Source: an optimization exercise on an open RTL-to-GDS flow (aim: small area, a short achievable clock period and few clock cycles). Production flows keep margins and buffers that such runs may drop. Function was checked by simulation only, so behaviour that the tests miss may differ from the original. Power figures rest on the tool's default switching activity, not on a simulated workload.

**flow/design.v**
```verilog
`timescale 1ns / 1ps
module md_unit #(parameter KM = 4, parameter KD = 2, parameter SKIP = 8, parameter SKIP2 = 0) (
    input clk,
    input reset,
    input start_mul,
    input start_div,
    input sgn,
    input [31:0] a,
    input [31:0] b,
    input wr_hi,
    input wr_lo,
    input rd_lo,
    output [31:0] rdata,
    output busy
    );
	localparam NM = 32 / KM;
	localparam ND = 32 / KD;
	reg [31:0] hi, lo;
	reg [32:0] opd;    
	reg        opc;    
	reg        msgn;   
	reg        nhi, nlo;
	reg        mode;   
	reg        run;
	reg [5:0]  cnt;    
	wire        use_a = start_mul | start_div | wr_hi | wr_lo;
	wire [31:0] ng_in = use_a ? a : (rd_lo ? lo : hi);
	wire        ng_en = use_a ? (start_div & sgn & a[31]) : (rd_lo ? nlo : nhi);
	wire [31:0] ng_x  = ng_in ^ {32{ng_en}};
	wire [32:0] ng_c;
	assign ng_c[0] = ng_en;
	genvar i, r;
	generate for (i = 0; i < 32; i = i + 1) begin : g_ng
		assign rdata[i]  = ng_x[i] ^ ng_c[i];
		assign ng_c[i+1] = ng_x[i] & ng_c[i];
	end endgenerate
	wire [31:0] m_acc [0:KM];
	wire [31:0] m_lo  [0:KM];
	assign m_acc[0] = hi;
	assign m_lo[0]  = lo;
	wire m_last = (cnt == 6'd1);
	generate for (r = 0; r < KM; r = r + 1) begin : g_mr
		wire bit_ = m_lo[r][0];
		wire sub  = (r == KM - 1) & m_last & msgn;
		wire [32:0] x = {msgn & m_acc[r][31], m_acc[r]};
		wire [32:0] y = ({33{bit_}} & opd) ^ {33{sub}};
		wire [33:0] c;
		wire [32:0] s;
		assign c[0] = sub;
		for (i = 0; i < 33; i = i + 1) begin : g_b
			assign s[i]   = x[i] ^ y[i] ^ c[i];
			assign c[i+1] = (x[i] & y[i]) | (x[i] & c[i]) | (y[i] & c[i]);
		end
		assign m_acc[r+1] = s[32:1];
		assign m_lo[r+1]  = {s[0], m_lo[r][31:1]};
	end endgenerate
	wire [31:0] d_rem [0:KD];
	wire [31:0] d_lo  [0:KD];
	assign d_rem[0] = hi;
	assign d_lo[0]  = lo;
	generate for (r = 0; r < KD; r = r + 1) begin : g_dr
		wire [32:0] x = {d_rem[r], d_lo[r][31]};
		wire [33:0] c;
		wire [32:0] t;
		assign c[0] = opc;
		for (i = 0; i < 33; i = i + 1) begin : g_b
			assign t[i]   = x[i] ^ opd[i] ^ c[i];
			assign c[i+1] = (x[i] & opd[i]) | (x[i] & c[i]) | (opd[i] & c[i]);
		end
		wire q = ~t[32];
		assign d_rem[r+1] = q ? t[31:0] : x[31:0];
		assign d_lo[r+1]  = {d_lo[r][30:0], q};
	end endgenerate
	localparam S = (SKIP == 0) ? 8 : SKIP;
	wire [63:0] sk_w = {hi, lo} << S;
	wire [32:0] sk_x = {1'b0, sk_w[63:32]};
	wire [33:0] sk_c;
	assign sk_c[0] = opc;
	generate for (i = 0; i < 33; i = i + 1) begin : g_sk
		assign sk_c[i+1] = (sk_x[i] & opd[i]) | (sk_x[i] & sk_c[i]) | (opd[i] & sk_c[i]);
	end endgenerate
	wire sk_lt = sk_x[32] ^ opd[32] ^ sk_c[32];    
	wire skip = (SKIP != 0) & (cnt >= S) & (hi[31:32-S] == 0) & sk_lt;
	localparam S2 = (SKIP2 == 0) ? 4 : SKIP2;
	wire [63:0] sk2_w = {hi, lo} << S2;
	wire [32:0] sk2_x = {1'b0, sk2_w[63:32]};
	wire [33:0] sk2_c;
	assign sk2_c[0] = opc;
	generate for (i = 0; i < 33; i = i + 1) begin : g_sk2
		assign sk2_c[i+1] = (sk2_x[i] & opd[i]) | (sk2_x[i] & sk2_c[i]) | (opd[i] & sk2_c[i]);
	end endgenerate
	wire sk2_lt = sk2_x[32] ^ opd[32] ^ sk2_c[32];
	wire skip2 = (SKIP2 != 0) & (cnt >= S2) & (hi[31:32-S2] == 0) & sk2_lt;
	localparam MS = 16;
	wire mskip = (cnt >= MS / KM) & (lo[MS-1:0] == 0);
	wire [31:0] ms_hi = {{MS{msgn & hi[31]}}, hi[31:MS]};
	wire [31:0] ms_lo = {hi[MS-1:0], lo[31:MS]};
	assign busy = run;
	always @(posedge clk) begin
		if (reset) begin
			hi <= 32'd0;
			lo <= 32'd0;
			nhi <= 1'b0;
			nlo <= 1'b0;
			run <= 1'b0;
		end else if (start_mul) begin
			hi <= 32'd0;
			lo <= rdata;
			opd <= {sgn & b[31], b};
			msgn <= sgn;
			mode <= 1'b0;
			nhi <= 1'b0;
			nlo <= 1'b0;
			run <= 1'b1;
			cnt <= NM;
		end else if (start_div) begin
			hi <= 32'd0;
			lo <= rdata;
			opd <= (sgn & b[31]) ? {1'b1, b} : ~{1'b0, b};
			opc <= ~(sgn & b[31]);
			mode <= 1'b1;
			nhi <= sgn & a[31];
			nlo <= sgn & (a[31] ^ b[31]);
			run <= 1'b1;
			cnt <= 6'd32;
		end else if (run) begin
			if (mode) begin
				if (skip) begin
					hi <= sk_w[63:32];
					lo <= sk_w[31:0];
					cnt <= cnt - S;
					if (cnt == S) run <= 1'b0;
				end else if (skip2) begin
					hi <= sk2_w[63:32];
					lo <= sk2_w[31:0];
					cnt <= cnt - S2;
					if (cnt == S2) run <= 1'b0;
				end else begin
					hi <= d_rem[KD];
					lo <= d_lo[KD];
					cnt <= cnt - KD;
					if (cnt == KD) run <= 1'b0;
				end
			end else if (mskip) begin
				hi <= ms_hi;
				lo <= ms_lo;
				cnt <= cnt - MS / KM;
				if (cnt == MS / KM) run <= 1'b0;
			end else begin
				hi <= m_acc[KM];
				lo <= m_lo[KM];
				cnt <= cnt - 6'd1;
				if (cnt == 6'd1) run <= 1'b0;
			end
		end else begin
			if (wr_hi) begin
				hi <= rdata;
				nhi <= 1'b0;
			end
			if (wr_lo) begin
				lo <= rdata;
				nlo <= 1'b0;
			end
		end
	end
endmodule
`timescale 1ns / 1ps
module mips(
    input reset,
    input clk,
    output [31:0] i_addr,
    input [31:0] i_data,
    output [31:0] d_addr,
    output [31:0] d_wdata,
    output [3:0] d_be,
    output d_we,
    input [31:0] d_rdata,
    output w_en,
    output [4:0] w_addr,
    output [31:0] w_data,
    output [31:0] w_pc
    );
	genvar i;
	reg [31:2] pc;       
	reg [31:0] ir;       
	reg [31:2] pce;      
	reg        ev;       
	reg [31:0] m_res;    
	reg [31:0] m_x;      
	reg [3:0]  m_be;
	reg        m_we;
	reg        m_wen;    
	reg        m_ld;
	reg [4:0]  m_rd;
	reg [2:0]  m_lt;     
	reg [1:0]  m_al;     
	reg [31:0] w_d;
	reg [4:0]  w_a;
	reg        w_e;
	reg [31:2] w_p;
	reg [31:0] rf [1:31];
	reg [31:1] rz;       
	wire [31:0] rf_a, rf_b;
	assign i_addr  = {pc, 2'b00};
	assign d_addr  = m_res;
	assign d_wdata = m_x;
	assign d_be    = m_be;
	assign d_we    = m_we;
	assign w_en    = w_e;
	assign w_addr  = w_a;
	assign w_data  = w_d;
	assign w_pc    = {w_p, 2'b00};
	wire [5:0] op = ir[31:26];
	wire [5:0] fn = ir[5:0];
	wire [4:0] rs = ir[25:21];
	wire [4:0] rt = ir[20:16];
	wire [4:0] rd = ir[15:11];
	wire [4:0] sa = ir[10:6];
	wire [15:0] imm = ir[15:0];
	wire rtype   = (op == 6'b000000);
	wire regimm  = (op == 6'b000001);
	wire is_j    = (op == 6'b000010);
	wire is_jal  = (op == 6'b000011);
	wire is_beq  = (op == 6'b000100);
	wire is_bne  = (op == 6'b000101);
	wire is_blez = (op == 6'b000110);
	wire is_bgtz = (op == 6'b000111);
	wire is_br   = regimm | (op[5:2] == 4'b0001);
	wire is_imm  = (op[5:3] == 3'b001);
	wire is_ld   = (op[5:3] == 3'b100);
	wire is_st   = (op[5:3] == 3'b101);
	wire is_jr   = rtype & (fn == 6'b001000);
	wire is_jalr = rtype & (fn == 6'b001001);
	wire is_mfx  = rtype & (fn[5:3] == 3'b010) & ~fn[0];    
	wire is_mthi = rtype & (fn == 6'b010001);
	wire is_mtlo = rtype & (fn == 6'b010011);
	wire is_mul  = rtype & (fn[5:1] == 5'b01100);
	wire is_div  = rtype & (fn[5:1] == 5'b01101);
	wire is_hilo = rtype & (fn[5:3] == 3'b010);             
	wire r_wr = fn[5] | (fn[5:3] == 3'b000) | (fn == 6'b001001) | is_mfx;
	wire [4:0] dest = rtype ? rd : is_jal ? 5'd31 : rt;
	wire wr = (rtype ? r_wr : (is_imm | is_ld | is_jal)) & (dest != 5'd0);
	wire use_rs = ~(is_j | is_jal);
	wire use_rt = rtype | is_beq | is_bne | is_st;
	wire [31:1] sel_a, sel_b;
	wire [31:0] pa [0:15];
	wire [31:0] pb [0:15];
	generate for (i = 1; i < 32; i = i + 1) begin : g_rd
		assign sel_a[i] = ~rz[i] & (rs == i);
		assign sel_b[i] = ~rz[i] & (rt == i);
	end endgenerate
	generate for (i = 0; i < 16; i = i + 1) begin : g_pr
		if (i == 0) begin : g0
			assign pa[i] = {32{sel_a[1]}} & ~rf[1];
			assign pb[i] = {32{sel_b[1]}} & ~rf[1];
		end else begin : gn
			assign pa[i] = ({32{sel_a[2*i]}} & ~rf[2*i]) | ({32{sel_a[2*i+1]}} & ~rf[2*i+1]);
			assign pb[i] = ({32{sel_b[2*i]}} & ~rf[2*i]) | ({32{sel_b[2*i+1]}} & ~rf[2*i+1]);
		end
	end endgenerate
	wire [31:0] qa0 = pa[0] | pa[1] | pa[2] | pa[3];
	wire [31:0] qa1 = pa[4] | pa[5] | pa[6] | pa[7];
	wire [31:0] qa2 = pa[8] | pa[9] | pa[10] | pa[11];
	wire [31:0] qa3 = pa[12] | pa[13] | pa[14] | pa[15];
	wire [31:0] qb0 = pb[0] | pb[1] | pb[2] | pb[3];
	wire [31:0] qb1 = pb[4] | pb[5] | pb[6] | pb[7];
	wire [31:0] qb2 = pb[8] | pb[9] | pb[10] | pb[11];
	wire [31:0] qb3 = pb[12] | pb[13] | pb[14] | pb[15];
	assign rf_a = (qa0 | qa1) | (qa2 | qa3);
	assign rf_b = (qb0 | qb1) | (qb2 | qb3);
	wire fa_m = m_wen & (m_rd == rs);
	wire fb_m = m_wen & (m_rd == rt);
	wire [31:0] a = fa_m ? m_res : rf_a;
	wire [31:0] b = fb_m ? m_res : rf_b;
	wire md_busy;
	wire ld_hz = m_ld & ((fa_m & use_rs) | (fb_m & use_rt));
	wire md_hz = md_busy & is_hilo;
	wire stall = ev & (ld_hz | md_hz);
	wire go = ev & ~stall;
	wire [31:0] sx = {{16{imm[15]}}, imm};
	wire [31:0] zx = {16'd0, imm};
	wire [31:0] bop = (rtype | is_beq | is_bne) ? b :
	                  is_br ? 32'd0 :
	                  (is_imm & op[2]) ? zx : sx;
	wire do_sub = rtype ? fn[1] : is_imm ? (op[1] & ~op[2]) : is_br;
	wire [31:0] by = bop ^ {32{do_sub}};
	wire [32:0] ac;
	wire [31:0] sum;
	assign ac[0] = do_sub;
	generate for (i = 0; i < 32; i = i + 1) begin : g_add
		assign sum[i]  = a[i] ^ by[i] ^ ac[i];
		assign ac[i+1] = (a[i] & by[i]) | (a[i] & ac[i]) | (by[i] & ac[i]);
	end endgenerate
	wire uns = rtype ? fn[0] : op[0];
	wire lt = uns ? ~ac[32] : ((a[31] ^ bop[31]) ? a[31] : sum[31]);
	wire zero = (sum == 32'd0);
	wire [1:0] lop = rtype ? fn[1:0] : op[1:0];
	wire [31:0] logic_r = (lop == 2'd0) ? (a & bop) :
	                      (lop == 2'd1) ? (a | bop) :
	                      (lop == 2'd2) ? (a ^ bop) : ~(a | bop);
	wire [4:0] shamt = fn[2] ? a[4:0] : sa;
	wire sh_left = ~fn[1];
	wire sh_fill = fn[0] & b[31];
	wire [31:0] sh_in, sh_out;
	generate for (i = 0; i < 32; i = i + 1) begin : g_rev
		assign sh_in[i] = sh_left ? b[31-i] : b[i];
	end endgenerate
	wire [31:0] sh_r = $signed({sh_fill, sh_in}) >>> shamt;
	generate for (i = 0; i < 32; i = i + 1) begin : g_rev2
		assign sh_out[i] = sh_left ? sh_r[31-i] : sh_r[i];
	end endgenerate
	wire is_link = is_jal | is_jalr;
	wire [29:0] off = is_link ? 30'd1 : {{14{imm[15]}}, imm};
	wire [30:0] tc;
	wire [29:0] tgt;
	assign tc[0] = 1'b1;
	generate for (i = 0; i < 30; i = i + 1) begin : g_tgt
		assign tgt[i]  = pce[i+2] ^ off[i] ^ tc[i];
		assign tc[i+1] = (pce[i+2] & off[i]) | (pce[i+2] & tc[i]) | (off[i] & tc[i]);
	end endgenerate
	wire [3:0] up4 = pce[31:28] + {3'd0, &pce[27:2]};
	wire [31:0] md_rdata;
	wire sel_add = (rtype & fn[5] & (fn[3:2] == 2'b00)) | (is_imm & (op[2:1] == 2'b00)) | is_ld | is_st;
	wire sel_slt = (rtype & fn[5] & fn[3]) | (is_imm & (op[2:1] == 2'b01));
	wire sel_log = (rtype & fn[5] & (fn[3:2] == 2'b01)) | (is_imm & op[2] & ~(op[1] & op[0]));
	wire sel_lui = is_imm & (op[2:0] == 3'b111);
	wire sel_sh  = rtype & (fn[5:3] == 3'b000);
	wire [31:0] result = ({32{sel_add}} & sum)
	                   | {31'd0, sel_slt & lt}
	                   | ({32{sel_log}} & logic_r)
	                   | ({32{sel_lui}} & {imm, 16'd0})
	                   | ({32{sel_sh}} & sh_out)
	                   | ({32{is_link}} & {tgt, 2'b00})
	                   | ({32{is_mfx}} & md_rdata);
	wire taken = (is_beq & zero) | (is_bne & ~zero) | (is_blez & (a[31] | zero)) |
	             (is_bgtz & ~a[31] & ~zero) | (regimm & (rt[0] ^ a[31]));
	wire [29:0] pc_inc = pc + 30'd1;
	wire [29:0] pc_nx = ~go ? pc_inc :
	                    taken ? tgt :
	                    (is_j | is_jal) ? {up4, ir[25:0]} :
	                    (is_jr | is_jalr) ? a[31:2] : pc_inc;
	wire [31:0] st_d = op[1] ? b : op[0] ? {2{b[15:0]}} : {4{b[7:0]}};
	wire [3:0] st_be = op[1] ? 4'b1111 :
	                   op[0] ? (sum[1] ? 4'b1100 : 4'b0011) :
	                   (4'b0001 << sum[1:0]);
	wire [1:0] bsel = m_al;
	wire [7:0] ld_b = d_rdata[8*bsel +: 8];
	wire [15:0] ld_h = m_al[1] ? d_rdata[31:16] : d_rdata[15:0];
	wire ld_u = m_lt[2];
	wire [31:0] ld_v = (m_lt[1:0] == 2'b11) ? d_rdata :
	                   m_lt[0] ? {{16{~ld_u & ld_h[15]}}, ld_h} :
	                   {{24{~ld_u & ld_b[7]}}, ld_b};
	wire [31:0] wd_m = m_ld ? ld_v : m_res;
	md_unit #(.KM(4), .KD(2), .SKIP(16)) md (
		.clk(clk), .reset(reset),
		.start_mul(go & is_mul), .start_div(go & is_div), .sgn(~fn[0]),
		.a(a), .b(b), .wr_hi(go & is_mthi), .wr_lo(go & is_mtlo),
		.rd_lo(fn[1]), .rdata(md_rdata), .busy(md_busy));
	always @(posedge clk) begin
		if (reset) begin
			pc <= 30'h00000c00;
			ev <= 1'b0;
			m_we <= 1'b0;
			m_wen <= 1'b0;
			w_e <= 1'b0;
		end else begin
			if (stall) begin
				pc <= pc;
			end else begin
				pc <= pc_nx;
			end
			ev <= 1'b1;
			m_we <= go & is_st;
			m_wen <= go & wr;
			w_e <= m_wen;
		end
		if (~stall) begin
			ir <= i_data;
			pce <= pc;
		end
		m_res <= result;
		m_x <= is_st ? st_d : {pce, 2'b00};
		m_be <= st_be;
		m_ld <= is_ld;
		m_rd <= dest;
		m_lt <= op[2:0];
		m_al <= sum[1:0] & {2{is_ld}};
		w_d <= wd_m;
		w_a <= m_rd;
		w_p <= m_x[31:2];
	end
	always @(posedge clk) begin
		if (m_wen) rf[m_rd] <= ~wd_m;
	end
	always @(posedge clk) begin
		if (reset) rz <= {31{1'b1}};
		else if (m_wen) rz[m_rd] <= 1'b0;
	end
endmodule
```
**flow/flow/run.sh**
```bash
#!/bin/bash
# Standard ORFS flow (the standard.sh, standard synthesis) with these
# changes to how the layout is made:
#  - ports are buffered with sky130_fd_sc_hd__buf_2 instead of the resizer's
#    default pick (a clkdlybuf4s50 delay cell);
#  - clock tree synthesis uses clkbuf_8/clkbuf_16, sink clusters of up to 25 flip-flops within 80 um, and
#    no dummy loads;
#  - the resizer's repair_timing is asked for 138.6 ns of setup slack
#    (SETUP_SLACK_MARGIN), so it sizes and buffers the port paths, whose
#    fixed 35 ns input/output delays otherwise leave them far from critical
#    at the 175 ns clock.  Constraints (constraint.sdc) are unchanged.
# The make output goes to flow.log in this folder (ORFS also keeps each
# step's own log under orfs/logs/).
set -uo pipefail
export BUFFER_PORTS_ARGS="-buffer_cell sky130_fd_sc_hd__buf_2"
export CTS_ARGS="-sink_clustering_enable -repair_clock_nets -dont_use_dummy_load -sink_clustering_size 25 -sink_clustering_max_diameter 80 -buf_list {sky130_fd_sc_hd__clkbuf_8 sky130_fd_sc_hd__clkbuf_16}"
export SETUP_SLACK_MARGIN=138.6
bash standard.sh > flow.log 2>&1
```
**flow/standard.sh**
```bash
#!/bin/bash
# synth_recipe.tcl (not shown) runs the flow's synth.tcl, then flattens the netlist and writes it again
# the make line also repeats each setting of config.mk as NAME=value (left out here)
make -C /OpenROAD-flow-scripts/flow DESIGN_CONFIG=/design/flow/config.mk WORK_HOME=/design/flow/orfs CLKGATE_MAP_FILE= SYNTH_SCRIPT=/design/flow/synth_recipe.tcl "${@:-finish}"
```
**flow/config.mk**
```make
export PLATFORM = sky130hd
export DESIGN_NAME = mips
export DESIGN_NICKNAME = mips
export VERILOG_FILES = /design/flow/design.v
export SDC_FILE = /design/flow/constraint.sdc
export NUM_CORES = 4
export LEC_CHECK = 0
export ABC_AREA = 1
export CAP_MARGIN = 20
export CELL_PAD_IN_SITES_DETAIL_PLACEMENT = 1
export CORE_MARGIN = 2
export CORE_UTILIZATION = 40
export SLEW_MARGIN = 20
```
**flow/constraint.sdc**
```tcl
create_clock -name core_clock -period 175.0 [get_ports {clk}]
set_input_delay 35.0000 -clock core_clock [delete_from_list [all_inputs] [get_ports {clk}]]
set_output_delay 35.0000 -clock core_clock [all_outputs]
set_load 0.01 [all_outputs]
```
==> run notes <==
## through the flow
stage          area [sq um]  hold WS, ns  power, uW
6_report              82700        0.316        633
5_1_grt               82600        0.317        643
4_1_cts               82200        0.314        625
3_5_place_dp          79800        0.331        436
3_3_place_gp          79800        0.337        434
2_1_floorplan         74900        0.326        405
## cells by family (layout without fill, tap and decap cells)
group	Yosys count	in the layout	share of synthesized area [%]
AO/OA/AOI/OAI	2098	2103	17.3
XOR/XNOR	176	176	2.06
adder cells (fa/ha/maj)	371	371	8.69
buffers and inverters	1146	1306	6.22
flip-flops	1374	1374	51.5
multiplexers	65	65	0.936
other	1	56	0.00502
AND/OR/NAND/NOR	2220	2220	13.3
## final cells by class
class,instances,area [sq um],area share [%]
flip-flops and latches,1374,38600,46.7
well taps,2480,3100,3.75
repair buffers,557,3820,4.62
multi-input cells,4939,32400,39.2
clock buffers,84,2100,2.54
inverters,665,2500,3.03
diodes,52,130,0.157
## worst max-delay path, stage by stage
cell and delay (ns):
buf_2 0.10, clkinvlp_4 0.25, a21oi_2 0.23, or2_4 0.14, nand2_4 0.07, o31ai_4 0.23, buf_6 0.41, a22oi_2 0.11
buf_4 0.28
## synthesized netlist by cell type (132+ instances only)
cell type and count:
a21oi_1 254, clkbuf_1 289, dfxtp_1 278, edfxtp_1 1096, fa_1 247, inv_1 605, nand2_1 1078, nand3_1 237
nand4_1 132, nor2_1 352, nor4_1 190, o21ai_0 493, o22ai_1 821
## sequential cells by signal, indices dropped and copies added (netlist names), 32 cells and up
name    flops
md.hi      32
md.opd     33
md.lo      32
m_x        32
m_res      32
w_d        32
rf        992
ir         32
## power by group
part           switching [uW]  internal [uW]
Combinational            48.2           18.2
Sequential               7.84            362
Clock                     112           85.0
## worst min path at each step
stage,cells after the start,from,to
6_report,0,m_x[18],w_p[18]
2_1_floorplan,0,m_rd[3],w_a[3]
5_1_grt,0,m_x[18],w_p[18]
4_1_cts,0,m_x[18],w_p[18]
3_5_place_dp,0,m_x[8],w_p[8]
3_3_place_gp,0,m_x[26],w_p[26]
## routing by layer
metal  GRT usage, %  vias to the layer above  wire length [um]
met3           20.4                     2166             67400
li1               -                    27611                 -
met4           34.4                       28             43200
met2           57.1                     7114            163000
met5           1.49                        -               539
met1           49.6                    36101            137000
## timing repair
item / in CTS / in global routing
gates resized for setup: 83 / 32
buffers inserted: 7 / 6
gates cloned: 4 / 1
endpoints found under the setup margin: 362 / 514
pin swaps: 7 / 2
==> key figures <==
Run status
  • Status: complete, no violations

Clocking
  • Num CTS Buffers: between 80 and 90
  • H-tree depth: 3
  • CTS max path bufs: 3
  • Skew-Pair Late Insertion Delay: 0.82 ns
  • CTS Sinks: 1374
  • CTS tree: yes
  • Root Driver: clkbuf_16
  • Cts-stage hold buffer count: 0
  • CTS clock-pin slew for the worst setup and hold paths: 0.10 ns

Route
  • Final WL: 412000 um
  • Vias per cell: 7.19
  • Drt drc: 0
  • Via count: 73.0k
  • DR pass1 iterations: 9
  • Routed length per instance: 40.5 um
  • Detailed Route Iter0 Violations: 14.2k
  • Final ANT Viol Nets: 0

Synthesis
  • Asr flop ratio synth: 0%
  • Leading area contributor after synthesis: edfxtp_1
  • Synth top area share: 44.0%
  • Synth Cell Area: approximately 75000 sq um
  • Distinct cell type count after synthesis: 67
  • Syn Inst Count: ~7.5k
  • Yosys warnings: 2
  • EDFF count, synth: 1096
  • Synth area leaders: edfxtp_1 44%, dfxtp_1 7.4%, o22ai_1 6.9%
  • Post-synthesis sequential area ratio: a little over 50%
  • Syn avg cell area: 10.0 sq um
  • Top FF cell, synth: edfxtp_1
  • Yosys reg bits: 1374

Worst setup path
  • CP Capture Type: register
  • Crit start category: primary input
  • Crit path DAT: 36.89 ns
  • Critical Path Source: d_rdata[31]
  • CP Capture Point: rf[29][16]
  • WS Path Type: primary input to register
  • Reg2Reg Capture Point: md.hi[30]
  • R2r setup slk: 145.82 ns
  • R2R depth: 76
  • Critical Path RT: 175.38 ns
  • Critical R2R Launch: md.hi[0]
  • Critical Path Fanout Max: 32

Timing
  • Worst Tran Pin Value: about 1.2 ns
  • Final worst setup slack: 138.48 ns
  • Endpoints failing setup: 0
  • Peak Freq: approximately 0.027 GHz
  • Slew margin rel.: 18.6%
  • Minimum clock period: around 37 ns
  • Final Slew Violations: 0
  • RSZ-0062 raised after global routing: true
  • Final Hold Fails: 0
  • Fin crit share: 20.9%
  • Post-Route Skew: 0.163 ns
  • Setup TNS: 0 ns

Layout
  • Nets: 8058
  • Fraction of layout cells with a size suffix above 1: 13.3%
  • Most common cell after layout, fill and taps aside: edfxtp_1
  • Fillers: 20.7k
  • Cell Count, Final, Fillers Out: 10.2k
  • End-of-flow core utilization: 44.6%
  • Syn-to-layout area delta: 10.6%
  • Most frequent cells in the layout: 1096 x edfxtp_1, 1063 x nand2_1, 821 x o22ai_1

Global route
  • Gr ovfl total: 0
  • First-pass GRT wire length: around 560000 um
  • Vias in the first global route: 69.0k
  • GR Util All Layers: approximately two fifths
  • Largest net degree at the start of global routing: 77
  • Initial antenna violation count: 57

Floorplanning
  • Core Box Area: 185000 sq um
  • DIE HEIGHT: ~440 um
  • Die Wd: between 400 and 500 um
  • Die area: about 190000 sq um
  • Initial core utilization: 40.3%
  • Site Rows: 158
  • IO Pins: 237

Placed design
  • GPL Wtd Cong: 1.07
  • PortBufs: 232
  • Placed cell count: 9990
  • DP Worst Slack: around 140 ns
  • Hpwl dp: about 270000 um

Power and ir drop
  • PD cells: 7.66 nW/um^2
  • Pleak: 0.0309 uW
  • Maximum vdd drop: 7.56 uV

Job
  • Max-cap violations: 0

Hold path
  • Hold crit path type: register to register
Testbench counts, summed over its fixed seeds: cycles 19,683.

==> what the ideal ports hide <==
The results above use ideal ports. As a check the final layout listed here was re-extracted and re-timed, cells and wires unchanged. Step 1 (the two cells are an assumption about what drives the block):
set clk [get_ports {clk}]
set_driving_cell -lib_cell sky130_fd_sc_hd__clkbuf_16 $clk
set_driving_cell -lib_cell sky130_fd_sc_hd__buf_2 [delete_from_list [all_inputs] $clk]
Step 2 moves the port delays by t, midway between the first and last clock arrival at a register: inputs arrive t later, outputs are due t later. That takes back most of the time a late clock gives input paths. Slacks: no drivers / after step 1 / after step 2; pairs: no drivers / after step 1.
t (ns): 0.839
slack for setup (ns): 138.483 / 138.440 / 137.720
latest minus earliest clock arrival (ns): 0.163 / 0.164
worst slew at a driven data input, ns: 0.22
pins driven straight from the clock port: 1
After both steps this run still meets setup and hold. The setup slack of this run moves by -0.043 ns with the drivers and by -0.763 ns with both steps.
